This is an optimization exercise on Yosys and OpenROAD, whose aim is small area, not a production implementation.
Function was checked by simulation only, so behaviour that the tests miss may differ from the original.
No run shown here takes its clock network from TritonCTS; it comes from the design's own scripts or RTL.
The clock port is modelled as an ideal driver, which makes a skipped or thinned clock tree look cheaper than it is; a real chip needs a root buffer or a tree.
Power is estimated from default activity; no workload was simulated.

[flow/config.mk]
export PLATFORM = sky130hd
export DESIGN_NAME = top
export DESIGN_NICKNAME = top
export VERILOG_FILES = /design/flow/design.v
export SDC_FILE = /design/flow/constraint.sdc
export NUM_CORES = 4
export LEC_CHECK = 0
export CAP_MARGIN = 20
export CORE_MARGIN = 2
export CORE_UTILIZATION = 40
export GPL_TIMING_DRIVEN = 0
export SLEW_MARGIN = 20
[flow/constraint.sdc]
create_clock -name core_clock -period 20.0 [get_ports {clk}]
set_input_delay 4.0000 -clock core_clock [delete_from_list [all_inputs] [get_ports {clk}]]
set_output_delay 4.0000 -clock core_clock [all_outputs]
set_load 0.01 [all_outputs]
[flow/design.v]
module top(
    input clk,
    input rst,
    input dht_data,
    output tx,
    output led_red,
    output led_green,
    output led_blue
);
    reg [8:0] q_r;
    wire [8:0] q = ~q_r;
    reg [8:0] b;
    reg [9:0] cap;       
    reg       red, blue;
    wire      valid = ~(red & blue);
    wire q_fb  = q[3] ^ q[8];
    wire tick  = (q == 9'b011110001);
    wire samp  = (q == 9'b001111000);
    wire last  = b[8] & (&b[4:0]);                
    wire done  = tick & last;                     
    wire conv  = b[8];
    wire step  = samp & (conv ? ~(b[5] | b[4] | b[3]) : b[7]);
    wire [1:0] ch = cap[9:8];
    wire [3:0] ct = cap[7:4];
    wire [3:0] co = cap[3:0];
    function [3:0] adj(input [3:0] d, input en);
        begin
            adj = (en & (d >= 4'd5)) ? d + 4'd3 : d;
        end
    endfunction
    wire [3:0] oa = adj(co, conv);
    wire [3:0] ta = adj(ct, conv);
    wire [8:0] q_nx;
    assign q_nx[0] = tick ? (last ? 1'b1 : 1'b0) : q_fb;
    assign q_nx[1] = q[0];
    assign q_nx[2] = q[1];
    assign q_nx[3] = q[2];
    assign q_nx[4] = tick ? (last ? 1'b0 : 1'b1) : q[3];
    assign q_nx[5] = q[4];
    assign q_nx[6] = q[5];
    assign q_nx[7] = tick ? (last ? 1'b1 : 1'b0) : q[6];
    assign q_nx[8] = q[7];
    always @(posedge clk or posedge rst) begin
        if (rst) begin
            q_r <= 9'b000011100;
            b <= 9'd12;
            red <= 1'b1;
            blue <= 1'b1;
        end else begin
            q_r <= ~q_nx;
            if (tick)
                b <= last ? 9'd12 : b + 9'd1;
            if (done) begin
                red <= (|ch) | ct[3] | ct[2] | (ct[1] & ct[0] & (|co));
                blue <= ~((|ch) | ct[3] | ct[2] | ct[1]);
            end
        end
    end
    always @(posedge clk) begin
        if (step)
            cap <= {cap[8], ta, oa, dht_data & conv};
    end
    assign led_red   = red & ~blue;
    assign led_blue  = blue;
    assign led_green = ~red & ~blue;
    reg [10:0] p_r;
    wire [10:0] p = ~p_r;
    reg [3:0]  s_r;
    wire [3:0] s = ~s_r;
    reg [1:0]  c;
    reg [9:0]  v;       
    wire p_fb = p[8] ^ p[10];
    wire pt  = (p == 11'b00010011000);
    wire s9  = &s;
    wire c3  = &c;
    wire eom = pt & s9 & c3;
    wire [10:0] p_nx;
    assign p_nx[0] = p_fb;
    assign p_nx[1] = p[0];
    assign p_nx[2] = pt ? (s9 ? (c3 ? 1'b1 : 1'b0) : 1'b0) : p[1];
    assign p_nx[3] = pt ? (s9 ? (c3 ? 1'b1 : 1'b1) : 1'b0) : p[2];
    assign p_nx[4] = p[3];
    assign p_nx[5] = p[4];
    assign p_nx[6] = pt ? (s9 ? (c3 ? 1'b0 : 1'b1) : 1'b1) : p[5];
    assign p_nx[7] = pt ? (s9 ? (c3 ? 1'b0 : 1'b0) : 1'b1) : p[6];
    assign p_nx[8] = pt ? (s9 ? (c3 ? 1'b0 : 1'b0) : 1'b0) : p[7];
    assign p_nx[9] = p[8];
    assign p_nx[10] = p[9];
    wire [3:0] s_nx = s9 ? 4'd6 : s + 4'd1;
    always @(posedge clk or posedge rst) begin
        if (rst) begin
            p_r <= 11'b00001010111;
            s_r <= 4'd0;
            c <= 2'd0;
        end else begin
            p_r <= ~p_nx;
            if (pt) begin
                s_r <= ~s_nx;
                if (s9)
                    c <= c + 2'd1;
            end
        end
    end
    wire fresh = done | (~b[8] & ~b[7]);    
    always @(posedge clk) begin
        if (eom & fresh)
            v <= cap;
    end
    reg dbit;
    always @(*) begin
        case ({c, s[1:0]})
            4'b0000: dbit = v[8];      
            4'b0001: dbit = v[9];
            4'b0010: dbit = 1'b0;
            4'b0011: dbit = 1'b0;
            4'b0100: dbit = v[4];      
            4'b0101: dbit = v[5];
            4'b0110: dbit = v[6];
            4'b0111: dbit = v[7];
            4'b1000: dbit = v[0];      
            4'b1001: dbit = v[1];
            4'b1010: dbit = v[2];
            4'b1011: dbit = v[3];
            4'b1100: dbit = 1'b0;      
            4'b1101: dbit = 1'b1;
            4'b1110: dbit = 1'b0;
            default: dbit = 1'b1;
        endcase
    end
    assign tx = ~valid | (s == 4'd6) |
                ((s[3:2] == 2'b10) & dbit) |
                ((s[3:1] == 3'b110) & ~c3);
endmodule
[flow/flow/run.sh]
#!/bin/bash
# Own layout flow: the standard flow (standard.sh) with three changes:
#  - synthesis maps with an area-oriented ABC script (flow/area.abc) instead
#    of ORFS's speed script, and leaves adders to ABC (no ADDER_MAP_FILE)
#    instead of mapping them to half/full adder cells first; everything else
#    in synthesis is the standard flow's;
#  - ports are buffered with the smallest buffer (buf_1);
#  - CTS builds a one-level clock tree (flow/clock_tree.tcl: two buf_12,
#    each driving the registers of one half of the core) in place of
#    TritonCTS's H-tree; the rest of ORFS's cts.tcl (hold repair etc.) runs.
# Each tool's output stays in orfs/logs/; make's output goes to flow.log.
set -euo pipefail
W=$(pwd)
# ORFS scripts, with cts.tcl calling flow/clock_tree.tcl
rm -rf "$W/scripts"; cp -r "$FLOW_HOME/scripts" "$W/scripts"
sed -i 's|^log_cmd clock_tree_synthesis {\*}\$cts_args$|source '"$W"'/flow/clock_tree.tcl|' "$W/scripts/cts.tcl"
grep -q "flow/clock_tree.tcl" "$W/scripts/cts.tcl"
sed -i 's|^  log_cmd abc {\*}\$abc_args$|  log_cmd abc -script '"$W"'/flow/area.abc {*}[lrange $abc_args 2 end]|' "$W/scripts/synth.tcl"
grep -q "flow/area.abc" "$W/scripts/synth.tcl"
sed -e 's|SYNTH_SCRIPT=[^ ]*|SYNTH_SCRIPT='"$W"'/synth_recipe.tcl SCRIPTS_DIR='"$W"'/scripts CLOCK_BUF=sky130_fd_sc_hd__buf_12 CLOCK_GROUPS=2 ADDER_MAP_FILE= "BUFFER_PORTS_ARGS=-buffer_cell sky130_fd_sc_hd__buf_1"|' \
    standard.sh > "$W/my_standard.sh"
grep -q "SCRIPTS_DIR=" "$W/my_standard.sh"
bash "$W/my_standard.sh" > "$W/flow.log" 2>&1
[flow/flow/area.abc]
strash
ifraig
scorr
dc2
strash
&get -n
&deepsyn -T 10
&dch -f
&nf -a -R 1000
&put
[flow/flow/clock_tree.tcl]
# Replaces clock_tree_synthesis in ORFS's cts.tcl: the clock sinks are split
# into CLOCK_GROUPS groups by position (each split halves the largest group
# across its wider side) and each group is driven by one CLOCK_BUF buffer at
# the group's centroid. The clock port drives only these buffers, so every
# register sees one buffer between the port and its clock pin.
proc my_clock_buffers { buf ng } {
  set block [ord::get_db_block]
  set net [$block findNet clk]
  set sinks {}
  foreach it [$net getITerms] {
    set inst [$it getInst]
    set loc [$inst getLocation]
    lappend sinks [list [lindex $loc 0] [lindex $loc 1] [$inst getName]/[[$it getMTerm] getName]]
  }
  set groups [list $sinks]
  while {[llength $groups] < $ng} {
    set gi 0; set best -1
    for {set i 0} {$i < [llength $groups]} {incr i} {
      if {[llength [lindex $groups $i]] > $best} { set best [llength [lindex $groups $i]]; set gi $i }
    }
    set g [lindex $groups $gi]
    set xs [lmap s $g {lindex $s 0}]; set ys [lmap s $g {lindex $s 1}]
    set wx [expr [tcl::mathfunc::max {*}$xs] - [tcl::mathfunc::min {*}$xs]]
    set wy [expr [tcl::mathfunc::max {*}$ys] - [tcl::mathfunc::min {*}$ys]]
    set k [expr {$wx >= $wy ? 0 : 1}]
    set g [lsort -integer -index $k $g]
    set h [expr [llength $g] / 2]
    set groups [lreplace $groups $gi $gi [lrange $g 0 [expr $h - 1]] [lrange $g $h end]]
  }
  set i 0
  foreach g $groups {
    set sx 0; set sy 0; set pins {}
    foreach s $g { set sx [expr $sx + [lindex $s 0]]; set sy [expr $sy + [lindex $s 1]]; lappend pins [get_pins [lindex $s 2]] }
    set x [expr $sx / [llength $g] / 1000.0]; set y [expr $sy / [llength $g] / 1000.0]
    insert_buffer -buffer_cell $buf -net clk -load_pins $pins -location [list $x $y] -buffer_name clkbuf_g$i -net_name clk_g$i
    puts "clock group $i: [llength $g] sinks, $buf at $x $y"
    incr i
  }
}
my_clock_buffers $::env(CLOCK_BUF) $::env(CLOCK_GROUPS)
set_propagated_clock [all_clocks]
[flow/standard.sh]
#!/bin/bash
# synth_recipe.tcl (not shown) runs the flow's synth.tcl, then flattens the netlist and writes it again
# the make line also repeats each setting of config.mk as NAME=value (left out here)
make -C /OpenROAD-flow-scripts/flow DESIGN_CONFIG=/design/flow/config.mk WORK_HOME=/design/flow/orfs CLKGATE_MAP_FILE= SYNTH_SCRIPT=/design/flow/synth_recipe.tcl "${@:-finish}"
==> impl_metrics.ini, run 1 <==
[outcome]
status = finished clean

[grt]
grt_pass1_vias = 1321
grt_max_degree = 38
grt_overflow_total = 0
grt.busiest_layer = met2
grtUsageMet2_pct = 20.8
antenna_found_initial = 0
grt_pass1_wl_um = 6080
grt_use_met3_pct = 0.575
grtUsageTotal_pct = 11.9
grt_util_met1_pct = 17.1

[yosys]
synth_area_um2 = 2230
synthesis.instances = 176
syn-num-nets = 179
yosysWarnings = 1
ys_seq_elements = 57
syn_avg_cell_area_um2 = 12.7
ys_seq_area_share_pct = 69.2
synth_cell_types = 34

[floorplan]
die_area_um2 = 6180
io_pins = 7
core_um2 = 5440
initial_utilization_pct = 40.9
die_h_um = 78.6
fp.dieW_um = 78.6
rows = 27

[power_and_ir_drop]
p_per_area_nw_per_um2 = 69.2
power.leakage_nw = 0.857
ir_worst_vdd_mv = 0.0349

[final_layout]
fin_util_pct = 44.0
diodes = 0
nets = 189
drive_above_1_share_pct = 9.24
area_growth_pct = 7.36

[sta]
slew_viol_final = 0
final.setup.tns_ps = 0
timing_hold_violations_final = 0
finalWorstPathRequiredPeriod_ps = 5650
relSlewSlack_pct = 47.8
tightest_slew_ps = 779
fmax_ghz = 0.177
clock_skew_ps = 9.69
finalSetupViolations = 0
min_period_over_period_pct = 28.3
rsz0062_at_grt = no

[drt]
viasPerCell = 5.05
drt_iter0_drc = 89
drc = 0
wl_um = 3550
post_drt_wl_per_cell_um = 13.9
drtPass1Iterations = 4
num_vias = 1294
final_antenna_net_count = 0

[cts]
post_cts_buffers = 0
clk_latency_ps = 140
cts.reportedPaths.clkPinSlew_ps = 100
ctsHoldBuffers = 0
cts.repair.resized = 0

[setup_path]
crit_path_end_kind = output pin
required_ps = 16000
worstPathArrival_ps = 1650
worstSetupPathType = flip-flop to output pin
start_kind = flip-flop
path_max_fanout = 10

[flow_run]
drv_cap = 0

[placement]
port_buffers = 6
hpwl_um = 2530
gp_congestion = 0.728

[min_path]
hp-class = flip-flop to flip-flop
-- Yosys cell counts, drive strengths merged --
master / n / area [µm²]
and2: 3 / 18.8
a31oi: 2 / 12.5
o311a: 1 / 10.0
nor2: 12 / 45.0
clkinv: 6 / 22.5
nor3b: 3 / 22.5
o21ai: 11 / 55.1
mux2: 1 / 11.3
or2: 1 / 6.26
a21o: 3 / 22.5
nor4: 1 / 6.26
a221oi: 1 / 8.76
dfrtp: 25 / 626
nand2b: 8 / 50.1
o31ai: 1 / 7.51
edfxtp: 20 / 601
or3: 2 / 12.5
dfstp: 12 / 315
nand3: 8 / 40.0
o31a: 1 / 8.76
nor3: 7 / 35.0
nand2: 15 / 56.3
xnor2: 6 / 52.6
o22a: 1 / 8.76
nor4b: 2 / 17.5
a32oi: 1 / 8.76
and3: 2 / 12.5
xor2: 4 / 35.0
o21a: 2 / 15.0
nor2b: 3 / 18.8
a22oi: 2 / 15.0
o22ai: 1 / 6.26
and4: 1 / 8.76
a21oi: 7 / 35.0
-- kinds of logic (layout without fill, tap and decap cells) --
kind of cell / count (synthesis) / after routing / synth area share [%]
flops: 57 / 57 / 69.2
buf+inv: 6 / 14 / 1.01
xor+xnor: 10 / 10 / 3.93
compound gates: 34 / 34 / 9.61
mux: 1 / 1 / 0.506
simple gates: 68 / 68 / 15.7
-- sequential cells by signal, summed over array words and instances (netlist names) --
| register | cells |
|---|---|
| b | 9 |
| blue | 1 |
| q_r | 9 |
| p_r | 11 |
| s_r | 4 |
| red | 1 |
| cap | 10 |
| v | 10 |
| c | 2 |
-- power breakdown --
part	switching [mW]	internal (mW)
Clock	0.0273	0.0163
Sequential	0	0.120
Combinational	0.00143	0.000114
Total	0.0288	0.137
-- critical path: stages, from the launching register on --
cell and delay (ps):
dfrtp_1 500, nor3b_1 230, a221oi_1 70, o21ai_0 170, nand2_1 70, o21ai_0 80, a32oi_1 70, o21ai_0 150
buf_1 190
-- metal layers --
metal | up-vias | share of wire (%)
met3 | 4 | 1.6
met1 | 637 | 49
li1 | 642 | -
met2 | 11 | 48
met5 | - | 0
met4 | 0 | 1.1
-- cells in the final DEF (no fill, tap or decap), drive strengths merged, types with 4 or more instances in the layout --
cell type,synthesis,final
nand3,8,8
edfxtp,20,20
dfrtp,25,25
nand2b,8,8
o21ai,11,11
clkinv,6,6
buf,0,8
nor2,12,12
nor3,7,7
nand2,15,15
xor2,4,4
xnor2,6,6
dfstp,12,12
a21oi,7,7
-- cell type report, without the clock buffers --
class,count,area (µm²)
Sequential cell,57,1540
Multi-Input combinational cell,113,673
Timing Repair Buffer,6,22.5
Tap cell,72,90.1
Fill cell,489,3050
Inverter,6,23.8
-- final timing paths --
check	depth (start not counted)	start	endpoint	slack, ps
worst min register to register	0	p_r[0]	p_r[1]	380
worst max-delay path	8	c[0]	tx	14350
max in group asynchronous	2	rst	b[2]	15730
worst max register to register	8	q_r[5]	v[0]	16250
worst min-delay path	0	p_r[0]	p_r[1]	380
min in group asynchronous	2	rst	s_r[0]	3890
-- metrics by stage --
stage,hold WS [ps],power (mW),area (µm²),std cells,setup slack (ps)
floorplan,351,0.124,2230,176,14680
global placement,356,0.124,2340,254,14530
detailed placement,363,0.124,2350,254,14520
CTS,379,0.167,2390,256,14340
global route,384,0.171,2390,256,14110
finish,376,0.165,2390,256,14350
==> run 2, diff against run 1 <==
==> flow/flow/area.abc (replaced) <==
strash
ifraig
scorr
dc2
strash
&get -n
&deepsyn -T 10
&dch -f
&nf -a
&put
==> impl_metrics.ini, run 2 <==
[sta]
final.setup.tns_ps = 0
setup_ws_ps = 14290
finalSetupViolations = 0
timing_hold_violations_final = 0
rsz0062_at_grt = no
slew_viol_final = 0
relSlewSlack_pct = 41.0
finalWorstPathRequiredPeriod_ps = 5710
tightest_slew_ps = 885
fmax_ghz = 0.175
min_period_over_period_pct = 28.6
clock_skew_ps = 7.41

[drt]
wl_um = 3630
num_vias = 1323
drc = 0
final_antenna_net_count = 0
post_drt_wl_per_cell_um = 14.3
viasPerCell = 5.21
drtPass1Iterations = 4
drt_iter0_drc = 65

[final_layout]
top_register = p_r
drive_above_1_share_pct = 9.34
reg_top3 = p_r (11), cap (10), v (10)
diodes = 0
area_growth_pct = 7.47
nets = 187
final_cell_mix = dfrtp_1, edfxtp_1, nor2_1, dfstp_2, nand2_1
final_common_cell = dfrtp_1
largest_reg_flops = 11

[yosys]
ys_seq_area_share_pct = 68.7
syn-num-nets = 176
synthMuxAreaShare_pct = 1.00
synth_area_um2 = 2240
synth_cell_types = 39
ys_seq_elements = 57
synth_top_cell_by_area = dfrtp_1
synth_top_cell_area_share_pct = 27.9
synthAdderAreaFrac_pct = 0
yosys.area_share.simple_pct = 14.2
synth-compound-area-share_pct = 10.7
yosys-top-cells-area = dfrtp_1, edfxtp_1, dfstp_2, nor2_1, xnor2_1
syn_avg_cell_area_um2 = 13.0
synth_most_common_cell = dfrtp_1
synthesis.instances = 173
synthTopCellsByCount = dfrtp_1, edfxtp_1, dfstp_2, nor2_1, nand2_1
synth_top_family_by_area = simple AND/OR/NAND/NOR gates
async_flop_share_pct = 64.9
synthXorXnorAreaFrac_pct = 3.90
yosysWarnings = 1
synth-edff-count = 20
dominantRegCellSynth = dfrtp_1

[placement]
dpl_worst_slack_ps = 14470
hpwl_um = 2630
gp_congestion = 0.709
port_buffers = 6

[setup_path]
start_kind = flip-flop
crit_path_end_kind = output pin
worstPathArrival_ps = 1710
required_ps = 16000
rrSetupSlack_ps = 16220
path_max_fanout = 10
worstSetupPathType = flip-flop to output pin

[power_and_ir_drop]
seqPwrFrac_pct = 72.4
p_sw_share_pct = 17.6
clkPwrFrac_pct = 26.6
internal_power_mw = 0.137
power.leakage_nw = 0.898
p_per_area_nw_per_um2 = 68.8
combPwrFrac_pct = 0.9
ir_worst_vdd_mv = 0.0403
p_sw_mw = 0.0293

[cts]
post_cts_buffers = 0
cts.repair.resized = 0
clk_latency_ps = 140
cts.reportedPaths.clkPinSlew_ps = 100
ctsHoldBuffers = 0

[grt]
grtUsageTotal_pct = 12.4
grt_pass1_wl_um = 6380
grt_pass1_vias = 1391
antenna_found_initial = 0
grt_overflow_total = 0
grt_max_degree = 38

[min_path]
hp-class = flip-flop to flip-flop

[outcome]
status = finished clean

[floorplan]
io_pins = 7
fp.dieW_um = 78.9
core_um2 = 5470
rows = 27
die_area_um2 = 6220
initial_utilization_pct = 41.0
die_h_um = 78.9

[flow_run]
drv_cap = 0
[run 2: cell count changes after synthesis, sizes merged, moves of 2 or more]
cell,before,now
clkinv,6,9
nand2,15,10
nand2b,8,5
nor3,7,4
nor4,1,3
nor4b,2,0
o21ai,11,8
o2bb2ai,0,2
[run 2: worst paths after layout]
| path | start | end | depth (start not counted) |
|---|---|---|---|
| setup / recovery | c[0] | tx | 7 |
| hold / removal | p_r[0] | p_r[1] | 0 |
| setup reg to reg | q_r[5] | v[7] | 6 |
| hold reg to reg | p_r[0] | p_r[1] | 0 |
| max in group asynchronous | rst | p_r[4] | 2 |
| min in group asynchronous | rst | b[1] | 2 |
[run 2: logic make-up (layout without fill, tap and decap cells)]
family / count (synthesis) / in the layout
flip-flops: 57 / 57
AND/OR/NAND/NOR: 59 / 59
AO/OA/AOI/OAI: 36 / 36
XOR/XNOR: 10 / 10
buffers and inverters: 9 / 18
multiplexers: 2 / 2
[run 2: area by class of cell, without the clock buffers]
type | instances | area (µm²)
fill | 521 | 3060
sequential | 57 | 1540
multi-input combinational | 107 | 674
tap | 72 | 90.1
inverter | 9 | 35.0
timing repair buffer | 7 | 30.0
[run 2: critical path: stages, from the launching register on]
cell       delay [ps]
dfrtp_1           510
nor3b_1           240
a221oi_1           70
o21ai_0           190
o2bb2ai_1         150
a32oi_1            90
o21ai_0           170
buf_1             170
[run 2: stage by stage]
step,hold slack [ps],power [mW],cell area (µm²),utilization [%],instances
finish,370,0.166,2410,44.1,254
global route,383,0.173,2410,44.1,254
CTS,373,0.167,2410,44.1,254
detailed placement,358,0.124,2370,43.3,252
global placement,355,0.124,2360,43.0,251
floorplan,346,0.124,2240,-,173
[run 2: metal layers]
metal	GRT usage (%)	part of all wire (%)	up-vias
met4	1.90	1.5	0
li1	-	-	648
met5	0	0	-
met1	16.7	47	655
met3	0.795	2.6	5
met2	22.5	49	15
[run 2: power groups by stage]
stage | Combinational, mW | Clock, mW | Sequential, mW
5_1_grt | 0.00188 | 0.0505 | 0.120
6_report | 0.00153 | 0.0442 | 0.120
4_1_cts | 0.00164 | 0.0451 | 0.120
3_5_place_dp | 0.00167 | 0 | 0.123
2_1_floorplan | 0.00108 | 0 | 0.123
3_3_place_gp | 0.00152 | 0 | 0.123
==> run 3, diff against run 2 <==
==> flow/flow/area.abc (replaced) <==
strash
ifraig
scorr
dc2
strash
&get -n
&deepsyn -T 10
&put
strash
dch -f
amap
topo
--- a/flow/config.mk
+++ b/flow/config.mk
@@ -8,5 +8,6 @@
 export CAP_MARGIN = 20
 export CORE_MARGIN = 2
-export CORE_UTILIZATION = 40
+export CORE_UTILIZATION = 55
 export GPL_TIMING_DRIVEN = 0
+export PLACE_DENSITY = 0.7
 export SLEW_MARGIN = 20
==> impl_metrics.ini, run 3 <==
[outcome]
status = finished clean

[power_and_ir_drop]
p_per_area_nw_per_um2 = 70.1
ir_worst_vdd_mv = 0.0421
power.leakage_nw = 0.875

[cts]
post_cts_buffers = 0
cts.reportedPaths.clkPinSlew_ps = 110
clk_latency_ps = 140
cts.repair.resized = 0
ctsHoldBuffers = 0

[final_layout]
area_growth_pct = 6.32
top_register = p_r
reg_top3 = p_r (11), cap (10), v (10)
final_cell_mix = nor2_1, clkinv_1, dfrtp_1, edfxtp_1, o21ai_0
nets = 209
fill_cells = 311
drive_above_1_share_pct = 8.33
diodes = 0
final_common_cell = nor2_1
largest_reg_flops = 11

[yosys]
synth_most_common_cell = nor2_1
yosys.area_share.simple_pct = 14.6
async_flop_share_pct = 64.9
synth_cell_types = 30
synthAdderAreaFrac_pct = 0
synth_top_cell_area_share_pct = 28.2
yosys-top-cells-area = dfrtp_1, edfxtp_1, dfstp_2, nor2_1, clkinv_1
syn-num-nets = 198
dominantRegCellSynth = dfrtp_1
synthTopCellsByCount = nor2_1, clkinv_1, dfrtp_1, edfxtp_1, o21ai_0
synth-compound-area-share_pct = 11.6
syn_avg_cell_area_um2 = 11.4
synth_top_family_by_area = simple AND/OR/NAND/NOR gates
synthXorXnorAreaFrac_pct = 0
ys_seq_elements = 57
yosysWarnings = 1
ys_seq_area_share_pct = 69.5
synthMuxAreaShare_pct = 0
synth-edff-count = 20
synth_top_cell_by_area = dfrtp_1
synth_area_um2 = 2220
synthesis.instances = 195

[floorplan]
core_um2 = 3940
initial_utilization_pct = 56.3
io_pins = 7
die_area_um2 = 4560
die_h_um = 67.5
rows = 23
fp.dieW_um = 67.5

[sta]
finalWorstPathRequiredPeriod_ps = 5680
finalSetupViolations = 0
tightest_slew_ps = 892
final.setup.tns_ps = 0
fmax_ghz = 0.176
relSlewSlack_pct = 40.5
setup_ws_ps = 14320
rsz0062_at_grt = no
clock_skew_ps = 10.6
timing_hold_violations_final = 0
slew_viol_final = 0
min_period_over_period_pct = 28.4

[setup_path]
required_ps = 16000
worstPathArrival_ps = 1680
critPathTopFamily = compound AO/OA/AOI/OAI gates
worst-path-buf-inv = 2
start_kind = flip-flop
cp_cell_sequence = clkinv_1 -> o221a_1 -> a31oi_1 -> o32a_1 -> o32a_1 -> o21ai_0 -> buf_1
slowest_delay_ps = 450
cpMostUsedCell = o32a_1
crit_path_end_kind = output pin
slowest_stage = dfrtp_1
path_max_fanout = 6
worstSetupPathType = flip-flop to output pin

[grt]
grt_pass1_vias = 1353
grt_max_degree = 38
grtUsageTotal_pct = 17.0
grt_pass1_wl_um = 6150
antenna_found_initial = 0
grt_overflow_total = 0

[placement]
hpwl_um = 2610
dpl_worst_slack_ps = 14500
port_buffers = 6
gp_congestion = 0.791

[min_path]
hp-class = flip-flop to flip-flop

[drt]
wl_um = 3510
drt_iter0_drc = 87
drc = 0
post_drt_wl_per_cell_um = 13.8
final_antenna_net_count = 0
viasPerCell = 5.54
num_vias = 1407
drtPass1Iterations = 4

[flow_run]
drv_cap = 0
==> run 3: changes by cell type in the layout (fill, tap and decap cells not counted), moves of 3 or more <==
cell / change
nor2_1: +22
clkinv_1: +17
nand2b_1: -5
o21ai_0: +5
xnor2_1: -5
xor2_1: -5
a21oi_1: +4
nand3_1: -3
nor4_1: +3
==> run 3: worst paths after layout <==
path                       slack [ps]  endpoint  cells after the start   start
setup / recovery                14320        tx                      7    c[0]
hold reg to reg                   380    q_r[3]                      0  q_r[2]
max in group asynchronous       15730    q_r[3]                      2     rst
setup reg to reg                16190      v[3]                     12  q_r[5]
min in group asynchronous        3890      b[5]                      2     rst
hold / removal                    380    q_r[3]                      0  q_r[2]
==> run 3: kinds of logic (layout without fill, tap and decap cells) <==
kind of cell,count (synthesis),count (layout)
and+or+nand+nor,71,71
buffers and inverters,26,35
DFF,57,57
AOI/OAI and AO/OA,41,41
==> run 3: through the flow <==
step           power, mW  std cells  cell area [µm²]  util (%)  hold WS, ps
2_1_floorplan      0.124        195             2220         -          347
3_3_place_gp       0.124        251             2300      58.4          358
3_5_place_dp       0.124        252             2320      58.8          364
4_1_cts            0.166        254             2360      59.8          379
5_1_grt            0.171        254             2360      59.8          385
6_report           0.165        254             2360      59.8          377
==> run 3: area by class of cell, without the clock buffers <==
cell class | instances | area, µm² | area share [%]
Inverter | 26 | 98.8 | 4.19
Multi-Input combinational cell | 112 | 586 | 24.8
Sequential cell | 57 | 1540 | 65.4
Tap cell | 50 | 62.6 | 2.65
Timing Repair Buffer | 7 | 30.0 | 1.27
==> run 3: layer usage <==
layer  wire (µm)  global-route usage [%]  share of wire, %
met1        1670                    25.4                48
met2        1720                    29.0                49
met3          80                   0.667               2.3
met4          38                    1.53               1.1
met5           0                       0                 0
==> run 3: power breakdown <==
group	switching [mW]	leakage [nW]	internal [mW]
combinational	0.00141	0.219	0.000140
clock	0.0272	0.0188	0.0163
sequential	0	0.637	0.120
==> run 4, diff against run 3 <==
--- a/flow/config.mk
+++ b/flow/config.mk
@@ -8,6 +8,6 @@
 export CAP_MARGIN = 20
 export CORE_MARGIN = 2
-export CORE_UTILIZATION = 55
+export CORE_UTILIZATION = 70
 export GPL_TIMING_DRIVEN = 0
-export PLACE_DENSITY = 0.7
+export PLACE_DENSITY = 0.85
 export SLEW_MARGIN = 20
==> impl_metrics.ini, run 4 <==
[sta]
fmax_ghz = 0.175
hold_ws_ps = 374
clock_skew_ps = 6.84
setup_ws_ps = 14300
relSlewSlack_pct = 41.8
timing_hold_violations_final = 0
finalSetupViolations = 0
finalWorstPathRequiredPeriod_ps = 5700
final.setup.tns_ps = 0
tightest_slew_ps = 872
slew_viol_final = 0
rsz0062_at_grt = no
min_period_over_period_pct = 28.5

[final_layout]
area_growth_pct = 5.98
diodes = 0
finalNonFillerCells = 248
fin_util_pct = 77.6
final_cell_mix = nor2_1, clkinv_1, dfrtp_1, edfxtp_1, o21ai_0
top_register = p_r
drive_above_1_share_pct = 8.33
nets = 209
reg_top3 = p_r (11), cap (10), v (10)
final_common_cell = nor2_1
largest_reg_flops = 11

[min_path]
whs_endpoint = q_r[3]
hp-class = flip-flop to flip-flop
hold_depth = 0
worst_hold_startpoint = q_r[2]

[power_and_ir_drop]
p_per_area_nw_per_um2 = 69.7
power.leakage_nw = 0.875
ir_worst_vdd_mv = 0.0490

[drt]
wl_um = 3790
drtPass1Iterations = 4
drc = 0
viasPerCell = 6.01
final_antenna_net_count = 0
drt_iter0_drc = 172
post_drt_wl_per_cell_um = 15.3
num_vias = 1491

[floorplan]
io_pins = 7
fp.dieW_um = 60.3
die_area_um2 = 3640
core_um2 = 3030
initial_utilization_pct = 73.3
die_h_um = 60.3
rows = 20

[setup_path]
reg2reg_depth = 12
worstSetupPathType = flip-flop to output pin
cp_cell_sequence = clkinv_1 -> o221a_1 -> a31oi_1 -> o32a_1 -> o32a_1 -> o21ai_0 -> buf_1
worstPathArrival_ps = 1700
slowest_delay_ps = 460
rrSetupSlack_ps = 16170
rr_startpoint = q_r[5]
path_max_fanout = 6
crit_path_end_kind = output pin
slowest_stage = dfrtp_1
start_kind = flip-flop
required_ps = 16000
reg2reg_to = v[3]
cpMostUsedCell = o32a_1

[cts]
clk_latency_ps = 140
post_cts_buffers = 0
ctsHoldBuffers = 0
cts.repair.resized = 0
cts.reportedPaths.clkPinSlew_ps = 100

[placement]
hpwl_um = 2750
port_buffers = 6
gp_congestion = 0.931
dpl_worst_slack_ps = 14490
placed_cells = 246

[yosys]
synthTopCellsByCount = nor2_1, clkinv_1, dfrtp_1, edfxtp_1, o21ai_0
synthesis.instances = 195
synth_top_cell_by_area = dfrtp_1
synth_area_um2 = 2220
yosys-top-cells-area = dfrtp_1, edfxtp_1, dfstp_2, nor2_1, clkinv_1
synth_cell_types = 30
async_flop_share_pct = 64.9
synth-edff-count = 20
ys_seq_area_share_pct = 69.5
yosysWarnings = 1
synth_top_cell_area_share_pct = 28.2
ys_seq_elements = 57
syn-num-nets = 198
dominantRegCellSynth = dfrtp_1
syn_avg_cell_area_um2 = 11.4
synth_most_common_cell = nor2_1

[grt]
grt_pass1_vias = 1419
grt_pass1_wl_um = 6210
grt_overflow_total = 0
grtUsageTotal_pct = 22.3
antenna_found_initial = 0
grt_max_degree = 38

[flow_run]
drv_cap = 0

[outcome]
status = finished clean
-- run 4: worst max path at each step --
stage,startpoint,to
finish,c[0],tx
global route,c[0],tx
CTS,c[0],tx
detailed placement,c[0],tx
global placement,c[0],tx
floorplan,c[0],tx
-- run 4: logic make-up after synthesis --
family                 after synthesis  share of synthesized area [%]
AO/OA/AOI/OAI                       41                           11.6
flip-flops                          57                           69.5
buffers and inverters               26                           4.40
AND/OR/NAND/NOR                     71                           14.6
-- run 4: report_power, final --
part           total (mW)  internal (mW)  switching [mW]
Combinational     0.00154       0.000139         0.00140
Clock              0.0420         0.0163          0.0257
Sequential          0.120          0.120               0
-- run 4: metal layers --
layer | vias up | GRT usage (%) | part of all wire [%] | wire length, µm
met3 | 7 | 1.08 | 4.8 | 182
met4 | 0 | 3.17 | 1.5 | 55
met2 | 65 | 40.2 | 51 | 1930
li1 | 697 | - | - | -
met1 | 722 | 30.9 | 43 | 1620
met5 | - | 0 | 0 | 0
-- run 4: per-stage QoR --
stage                     instance area (µm²)  total power, mW
after floorplan                          2220            0.124
after global placement                   2300            0.124
after detailed placement                 2310            0.124
after CTS                                2350            0.165
after global routing                     2350            0.169
final                                    2350            0.164
-- run 4: cell type report, without the clock buffers --
| cell class | count | area, µm² |
|---|---|---|
| sequential | 57 | 1540 |
| fill | 197 | 677 |
| multi-input combinational | 112 | 586 |
| inverter | 26 | 98.8 |
| tap | 44 | 55.1 |
| timing repair buffer | 7 | 30.0 |
-- run 4: worst max-delay path, delay by kind of cell, from the launching register on --
family          cells  cell delay (ps)
compound gates      5              830
buf+inv             2              280
flops               1              460
==> run 5, diff against run 4 <==
--- a/flow/design.v
+++ b/flow/design.v
@@ -71,5 +71,5 @@
     reg [9:0]  v;       
     wire p_fb = p[8] ^ p[10];
-    wire pt  = (p == 11'b00010011000);
+    wire pt  = (p == 11'b10000001001);
     wire s9  = &s;
     wire c3  = &c;
@@ -78,17 +78,17 @@
     assign p_nx[0] = p_fb;
     assign p_nx[1] = p[0];
-    assign p_nx[2] = pt ? (s9 ? (c3 ? 1'b1 : 1'b0) : 1'b0) : p[1];
-    assign p_nx[3] = pt ? (s9 ? (c3 ? 1'b1 : 1'b1) : 1'b0) : p[2];
-    assign p_nx[4] = p[3];
+    assign p_nx[2] = pt ? (s9 ? (c3 ? 1'b0 : 1'b1) : 1'b1) : p[1];
+    assign p_nx[3] = pt ? (s9 ? (c3 ? 1'b0 : 1'b0) : 1'b1) : p[2];
+    assign p_nx[4] = pt ? (s9 ? (c3 ? 1'b0 : 1'b0) : 1'b0) : p[3];
     assign p_nx[5] = p[4];
-    assign p_nx[6] = pt ? (s9 ? (c3 ? 1'b0 : 1'b1) : 1'b1) : p[5];
-    assign p_nx[7] = pt ? (s9 ? (c3 ? 1'b0 : 1'b0) : 1'b1) : p[6];
-    assign p_nx[8] = pt ? (s9 ? (c3 ? 1'b0 : 1'b0) : 1'b0) : p[7];
-    assign p_nx[9] = p[8];
-    assign p_nx[10] = p[9];
+    assign p_nx[6] = p[5];
+    assign p_nx[7] = p[6];
+    assign p_nx[8] = p[7];
+    assign p_nx[9] = pt ? (s9 ? (c3 ? 1'b1 : 1'b0) : 1'b0) : p[8];
+    assign p_nx[10] = pt ? (s9 ? (c3 ? 1'b1 : 1'b1) : 1'b0) : p[9];
     wire [3:0] s_nx = s9 ? 4'd6 : s + 4'd1;
     always @(posedge clk or posedge rst) begin
         if (rst) begin
-            p_r <= 11'b00001010111;
+            p_r <= 11'b10000000101;
             s_r <= 4'd0;
             c <= 2'd0;
==> flow/flow/area.abc (replaced) <==
strash
ifraig
scorr
dc2
strash
&get -n
&deepsyn -T 10
&dch
&nf -a
&put
--- a/flow/config.mk
+++ b/flow/config.mk
@@ -8,6 +8,5 @@
 export CAP_MARGIN = 20
 export CORE_MARGIN = 2
-export CORE_UTILIZATION = 70
+export CORE_UTILIZATION = 40
 export GPL_TIMING_DRIVEN = 0
-export PLACE_DENSITY = 0.85
 export SLEW_MARGIN = 20
==> impl_metrics.ini, run 5 <==
[outcome]
status = finished clean

[yosys]
synthTopCellsByCount = dfrtp_1, edfxtp_1, nand2_1, nor2_1, dfstp_2
ys_seq_elements = 57
synth_top_cell_area_share_pct = 30.0
dominantRegCellSynth = dfrtp_1
synth_area_um2 = 2250
async_flop_share_pct = 64.9
ys_seq_area_share_pct = 68.3
synthesis.instances = 174
synth-edff-count = 20
yosysWarnings = 1
synth_top_cell_by_area = dfrtp_1
syn-num-nets = 177
synth_most_common_cell = dfrtp_1
synth_cell_types = 43
syn_avg_cell_area_um2 = 12.9
yosys-top-cells-area = dfrtp_1, edfxtp_1, dfstp_2, xor2_1, nand2_1

[drt]
drt_iter0_drc = 52
post_drt_wl_per_cell_um = 14.7
num_vias = 1375
final_antenna_net_count = 0
drtPass1Iterations = 6
drc = 0
viasPerCell = 5.39
wl_um = 3750

[sta]
min_period_over_period_pct = 28.1
finalSetupViolations = 0
rsz0062_at_grt = no
clock_skew_ps = 6.61
finalWorstPathRequiredPeriod_ps = 5620
relSlewSlack_pct = 42.0
fmax_ghz = 0.178
timing_hold_violations_final = 0
tightest_slew_ps = 871
slew_viol_final = 0
final.setup.tns_ps = 0

[setup_path]
slowest_delay_ps = 510
required_ps = 16000
start_kind = flip-flop
slowest_stage = dfrtp_1
cp_cell_sequence = and2_0 -> o21ai_0 -> a32oi_1 -> o31ai_1 -> buf_1
critPathTopFamily = compound AO/OA/AOI/OAI gates
worstPathArrival_ps = 1620
path_max_fanout = 11
crit_path_end_kind = output pin
worst-path-buf-inv = 1
worstSetupPathType = flip-flop to output pin

[final_layout]
finalNonFillerCells = 255
diodes = 0
final_cell_mix = dfrtp_1, edfxtp_1, nand2_1, nor2_1, dfstp_2
final_common_cell = dfrtp_1
nets = 188
area_growth_pct = 7.72
reg_top3 = p_r (11), cap (10), v (10)
largest_reg_flops = 11
top_register = p_r
fill_cells = 523
drive_above_1_share_pct = 8.74

[grt]
grt_pass1_wl_um = 6380
grtUsageTotal_pct = 12.2
antenna_found_initial = 0
grt_max_degree = 38
grt_pass1_vias = 1342
grt_overflow_total = 0

[power_and_ir_drop]
ir_worst_vdd_mv = 0.0399
power.leakage_nw = 0.916
p_per_area_nw_per_um2 = 68.1
totalPowerFinal_mw = 0.165

[placement]
port_buffers = 6
gp_congestion = 0.800
placed_cells = 253
hpwl_um = 2730

[floorplan]
die_area_um2 = 6250
die_h_um = 79.0
fp.dieW_um = 79.0
initial_utilization_pct = 41.2
core_um2 = 5470
rows = 27
io_pins = 7

[cts]
cts.reportedPaths.clkPinSlew_ps = 110
post_cts_buffers = 0
ctsHoldBuffers = 0
cts.repair.resized = 0
clk_latency_ps = 140

[flow_run]
drv_cap = 0

[min_path]
hp-class = flip-flop to flip-flop
[run 5: cell count changes in the layout (fill, tap and decap cells not counted), sizes merged, moves of 5 or more]
cell    previous run  this run
o21ai             13         6
xnor2              0         5
clkinv            26         6
xor2               0         7
nor2              34        11
[run 5: through the flow]
| stage | utilization [%] | setup WS (ps) | instance area [µm²] | hold WS, ps |
|---|---|---|---|---|
| after CTS | 44.2 | 14410 | 2420 | 381 |
| after floorplan | - | 14740 | 2250 | 345 |
| after detailed placement | 43.5 | 14590 | 2380 | 353 |
| after global placement | 43.2 | 14650 | 2360 | 356 |
| final | 44.3 | 14380 | 2430 | 379 |
| after global routing | 44.3 | 14280 | 2430 | 387 |
[run 5: cell type report, without the clock buffers]
class                           instances  area [µm²]  share of cell area, %
Multi-Input combinational cell        111         703                   29.0
Sequential cell                        57        1540                   63.4
Inverter                                6        23.8                  0.980
Tap cell                               72        90.1                   3.71
Timing Repair Buffer                    7        30.0                   1.24
[run 5: power breakdown]
group | switching [mW] | internal [mW] | total [mW]
Sequential | 0 | 0.120 | 0.120
Combinational | 0.00142 | 0.000115 | 0.00154
Clock | 0.0271 | 0.0163 | 0.0434
[run 5: final timing paths]
| check | from | to | slack [ps] | cells after the start |
|---|---|---|---|---|
| worst min register to register | q_r[2] | q_r[3] | 380 | 0 |
| worst max-delay path | c[0] | tx | 14380 | 5 |
| worst max register to register | q_r[3] | v[7] | 16660 | 5 |
| min in group asynchronous | rst | p_r[5] | 3890 | 2 |
| worst min-delay path | q_r[2] | q_r[3] | 380 | 0 |
| max in group asynchronous | rst | q_r[2] | 15730 | 2 |
[run 5: logic make-up after synthesis]
family	share of synthesized area, %
and+or+nand+nor	14.9
DFF	68.3
AOI/OAI and AO/OA	10.6
xor gates and xnor gates	4.67
buffers and inverters	1.00
muxes	0.500
[run 5: routing by layer]
layer,share of wire [%],global-route usage [%],vias up,wire length (µm)
met5,0,0,-,0
met4,2.5,2.41,0,95
met3,3.3,1.02,11,122
met2,48,21.0,30,1790
met1,46,17.1,680,1740
li1,-,-,654,-
==> run 6, diff against run 5 <==
==> flow/flow/area.abc (replaced) <==
strash
ifraig
scorr
dc2
strash
&get -n
&deepsyn -T 10
&put
strash
dch -f
amap
topo
==> impl_metrics.ini, run 6 <==
[setup_path]
worstPathArrival_ps = 1820
critPathTopFamily = simple AND/OR/NAND/NOR gates
required_ps = 16000
slowest_stage = dfrtp_1
worstSetupPathType = flip-flop to output pin
worst-path-buf-inv = 2
cp_cell_sequence = clkinv_1 -> o22ai_1 -> a221oi_1 -> or4_1 -> nand3_1 -> o221ai_1 -> buf_1
slowest_delay_ps = 430
crit_path_end_kind = output pin
path_max_fanout = 6
start_kind = flip-flop

[sta]
min_period_over_period_pct = 29.1
final.setup.tns_ps = 0
relSlewSlack_pct = 37.7
finalSetupViolations = 0
rsz0062_at_grt = no
fmax_ghz = 0.172
clock_skew_ps = 8.69
timing_hold_violations_final = 0
slew_viol_final = 0
tightest_slew_ps = 934
finalWorstPathRequiredPeriod_ps = 5820
setup_ws_ps = 14180

[grt]
grt_use_met3_pct = 0.805
grt_pass1_vias = 1288
grt_max_degree = 38
antenna_found_initial = 0
grt_util_met1_pct = 17.4
grtUsageMet2_pct = 18.9
grt.busiest_layer = met2
grt_overflow_total = 0
grt_pass1_wl_um = 5950
grtUsageTotal_pct = 11.5

[placement]
port_buffers = 6
dpl_worst_slack_ps = 14370
hpwl_um = 2420
placed_area_um2 = 2320
gp_congestion = 0.769
placed_cells = 273

[final_layout]
finalNonFillerCells = 275
largest_reg_flops = 11
final_common_cell = nor2_1
fill_cells = 483
final_cell_mix = nor2_1, dfrtp_1, clkinv_1, edfxtp_1, a21oi_1
top_register = p_r
nets = 210
area_growth_pct = 7.40
post-route-cell-area_um2 = 2360
drive_above_1_share_pct = 7.32
diodes = 0
reg_top3 = p_r (11), cap (10), v (10)

[yosys]
dominantRegCellSynth = dfrtp_1
ys_seq_elements = 57
yosys-top-cells-area = dfrtp_1, edfxtp_1, dfstp_2, nor2_1, clkinv_1
synthesis.instances = 196
synth_cell_types = 25
yosysWarnings = 1
synth_area_um2 = 2200
synthTopCellsByCount = nor2_1, clkinv_1, dfrtp_1, edfxtp_1, a21oi_1
synth_top_cell_area_share_pct = 30.7
synth_top_cell_by_area = dfrtp_1
async_flop_share_pct = 64.9
synth-edff-count = 20
syn-num-nets = 199
syn_avg_cell_area_um2 = 11.2
synth_most_common_cell = nor2_1
ys_seq_area_share_pct = 70.0

[drt]
num_vias = 1341
wl_um = 3270
post_drt_wl_per_cell_um = 11.9
viasPerCell = 4.88
drc = 0
drtPass1Iterations = 4
drt_iter0_drc = 73
final_antenna_net_count = 0

[power_and_ir_drop]
p_per_area_nw_per_um2 = 69.8
ir_worst_vdd_mv = 0.0561
power.leakage_nw = 0.874

[min_path]
hp-class = flip-flop to flip-flop

[floorplan]
core_um2 = 5200
initial_utilization_pct = 42.2
io_pins = 7
rows = 26
fp.dieW_um = 78.1
die_area_um2 = 6110
die_h_um = 78.1

[cts]
post_cts_buffers = 0
cts.reportedPaths.clkPinSlew_ps = 110
clk_latency_ps = 140
ctsHoldBuffers = 0
cts.repair.resized = 0

[outcome]
status = finished clean

[flow_run]
drv_cap = 0
==> run 6: cell count changes after synthesis, sizes merged, moves of 5 or more <==
cell	delta
xor2	-7
nor2	+23
xnor2	-5
a21oi	+7
clkinv	+21
==> run 6: power breakdown <==
group	switching [mW]	internal [mW]	total, mW
Clock	0.0268	0.0163	0.0431
Combinational	0.00139	0.000140	0.00153
Sequential	0	0.120	0.120
Total	0.0282	0.137	0.165
==> run 6: logic make-up after synthesis <==
logic type,synth area share [%]
compound gates,10.7
buf+inv,4.61
flops,70.0
simple gates,14.7
==> run 6: cell type report, without the clock buffers <==
type / count / area, µm² / area share (%)
Multi-Input combinational cell: 112 / 564 / 23.9
Sequential cell: 57 / 1540 / 65.2
Tap cell: 70 / 87.6 / 3.71
Inverter: 27 / 103 / 4.35
Timing Repair Buffer: 7 / 27.5 / 1.17
==> run 6: final timing paths <==
check                       start     end  slack (ps)  cells past startpoint
min in group asynchronous     rst  p_r[5]        3880                      2
hold / removal             q_r[2]  q_r[3]         370                      0
setup / recovery             c[0]      tx       14180                      7
max in group asynchronous     rst     red       15740                      2
setup reg to reg           q_r[5]    v[4]       16190                     12
hold reg to reg            q_r[2]  q_r[3]         370                      0
==> run 6: metal layers <==
layer	part of all wire, %	vias up
met3	1.9	2
met5	0	-
li1	-	704
met2	46	6
met1	52	629
met4	0.95	0
==> run 6: stage by stage <==
stage                     util [%]  hold WS (ps)  power, mW
after global routing          45.4           383      0.172
after CTS                     45.4           375      0.167
final                         45.4           365      0.165
after detailed placement      44.6           364      0.124
after floorplan                  -           353      0.124
after global placement        44.4           357      0.124
==> run 7, diff against run 6 <==
==> flow/flow/area.abc (replaced) <==
strash
ifraig
scorr
dc2
strash
&get -n
&deepsyn -T 10
&dch -f
&nf -a -R 1000
&put
==> impl_metrics.ini, run 7 <==
[floorplan]
rows = 26
io_pins = 7
core_um2 = 5200
fp.dieW_um = 78.1
die_h_um = 78.1
die_area_um2 = 6100
initial_utilization_pct = 42.2

[yosys]
synthTopCellsByCount = dfrtp_1, edfxtp_1, nand2_1, nor2_1, dfstp_2
synth_area_um2 = 2200
syn_avg_cell_area_um2 = 13.1
yosys-top-cells-area = dfrtp_1, edfxtp_1, dfstp_2, nand2_1, nor2_1
synth_top_cell_area_share_pct = 30.8
async_flop_share_pct = 64.9
syn-num-nets = 171
yosysWarnings = 1
synthesis.instances = 168
synth_top_cell_by_area = dfrtp_1
synth_cell_types = 34
ys_seq_area_share_pct = 70.1
ys_seq_elements = 57
dominantRegCellSynth = dfrtp_1
synth_most_common_cell = dfrtp_1
synth-edff-count = 20

[setup_path]
required_ps = 16000
rr_startpoint = q_r[5]
endpoint = tx
crit_path_start = s_r[0]
reg2reg_depth = 8
worstSetupPathType = flip-flop to output pin
path_max_fanout = 9
slowest_stage = dfrtp_1
slowest_delay_ps = 540
reg2reg_to = v[3]
worstPathArrival_ps = 1750
cp_cell_sequence = mux4_2 -> o21ai_0 -> a311o_1 -> nand2_1 -> buf_1
crit_path_end_kind = output pin
start_kind = flip-flop
rrSetupSlack_ps = 16280

[grt]
grt_pass1_vias = 1258
grt_pass1_wl_um = 5820
antenna_found_initial = 0
grt_overflow_total = 0
grt_max_degree = 38
grtUsageTotal_pct = 11.3

[final_layout]
fill_cells = 492
drive_above_1_share_pct = 8.52
fin_util_pct = 45.2
post-route-cell-area_um2 = 2350
final_cell_mix = dfrtp_1, edfxtp_1, nor2_1, nand2_1, dfstp_2
reg_top3 = p_r (11), cap (10), v (10)
finalNonFillerCells = 246
top_register = p_r
multiInputGateArea_um2 = 643
diodes = 0
nets = 181
area_growth_pct = 7.12
regArea_um2 = 1540
largest_reg_flops = 11
final_common_cell = dfrtp_1

[drt]
num_vias = 1265
drt_iter0_drc = 85
drc = 0
viasPerCell = 5.14
post_drt_wl_per_cell_um = 13.9
drtPass1Iterations = 4
wl_um = 3420
final_antenna_net_count = 0

[sta]
min_period_over_period_pct = 28.7
rsz0062_at_grt = no
slew_viol_final = 0
finalWorstPathRequiredPeriod_ps = 5750
clock_skew_ps = 11.0
final.setup.tns_ps = 0
relSlewSlack_pct = 48.2
tightest_slew_ps = 771
hold_ws_ps = 376
finalSetupViolations = 0
timing_hold_violations_final = 0
fmax_ghz = 0.174
setup_ws_ps = 14250

[power_and_ir_drop]
totalPowerFinal_mw = 0.166
power.leakage_nw = 0.865
ir_worst_vdd_mv = 0.0414
p_per_area_nw_per_um2 = 70.4

[placement]
dpl_worst_slack_ps = 14430
placed_area_um2 = 2310
placed_cells = 244
port_buffers = 6
gp_congestion = 0.747
hpwl_um = 2520

[min_path]
hp-class = flip-flop to flip-flop

[cts]
cts.repair.resized = 0
cts.reportedPaths.clkPinSlew_ps = 110
ctsHoldBuffers = 0
clk_latency_ps = 140
post_cts_buffers = 0

[outcome]
status = finished clean

[flow_run]
drv_cap = 0
run 7: changes by cell type in the layout (fill, tap and decap cells not counted), moves of 3 or more:
cell,delta
xnor2_1,+6
o21ai_0,-4
a21oi_1,-6
nor2_1,-19
nand2_1,+3
xor2_1,+5
clkinv_1,-22
nand2b_1,+4
o22ai_1,-3
run 7: final cells by class, without the clock buffers:
class	count	share of cell area [%]
sequential	57	65.4
multi-input combinational	106	27.3
inverter	5	0.851
timing repair buffer	6	0.957
tap	70	3.72
run 7: worst max-delay path: cells and delay by family, from the launching register on:
kind                   cells  cell delay (ps)
flip-flops                 1              540
buffers and inverters      1              130
AND/OR/NAND/NOR            1               50
multiplexers               1              530
AO/OA/AOI/OAI              2              370
run 7: cells by family after synthesis:
group | synth area share [%]
simple gates | 14.4
mux | 1.54
flops | 70.1
compound gates | 8.72
buf+inv | 0.855
xor+xnor | 4.39
run 7: report_power, final:
part           switching (mW)  internal [mW]
sequential                  0          0.120
clock                  0.0275         0.0163
combinational         0.00137       0.000115
run 7: worst min-delay path by stage:
stage | slack (ps) | startpoint | endpoint | depth (start not counted)
floorplan | 350 | p_r[6] | p_r[7] | 0
global placement | 360 | q_r[2] | q_r[3] | 0
detailed placement | 360 | q_r[2] | q_r[3] | 0
CTS | 380 | q_r[2] | q_r[3] | 0
global route | 390 | q_r[2] | q_r[3] | 0
finish | 380 | q_r[2] | q_r[3] | 0
run 7: layer usage:
| layer | vias up | GRT usage (%) | part of all wire [%] |
|---|---|---|---|
| li1 | 618 | - | - |
| met2 | 7 | 20.0 | 49 |
| met4 | 0 | 1.40 | 1.5 |
| met3 | 4 | 0.690 | 1.5 |
| met5 | - | 0 | 0 |
| met1 | 636 | 15.9 | 48 |

## re-timing with driven ports
In the flow no input, the clock included, has a driving cell. The finished layouts below were timed again as built, in two steps.
Step 1 sets driving cells, clkbuf_16 on the clock port and buf_2 on the other inputs (assumed; they add their load-dependent delay and slew).
Step 2 moves the port delays by t, midway between the first and last clock arrival at a register: inputs arrive t later, outputs are due t later. That takes back most of the time a late clock gives input paths.
Slacks: no drivers / after step 1 / after step 2; pairs: no drivers / after step 1.
run	shift t [ns]	slack for setup (ns)	worst setup path after step 2	clock arrival spread, ns	slew at the worst register clock pin (ns)
run 1	0.184	14.347 / 14.299 / 14.483	register to output	0.010 / 0.010	0.11 / 0.11
run 2	0.185	14.288 / 14.241 / 14.426	register to output	0.008 / 0.008	0.11 / 0.11
run 3	0.185	14.320 / 14.272 / 14.457	register to output	0.011 / 0.011	0.11 / 0.11
run 4	0.180	14.298 / 14.250 / 14.430	register to output	0.009 / 0.010	0.10 / 0.10
run 5	0.185	14.379 / 14.329 / 14.515	register to output	0.006 / 0.007	0.11 / 0.11
run 6	0.184	14.178 / 14.128 / 14.312	register to output	0.009 / 0.008	0.11 / 0.11
run 7	0.186	14.252 / 14.201 / 14.387	register to output	0.011 / 0.012	0.11 / 0.11
After both steps every run listed still meets setup and hold.
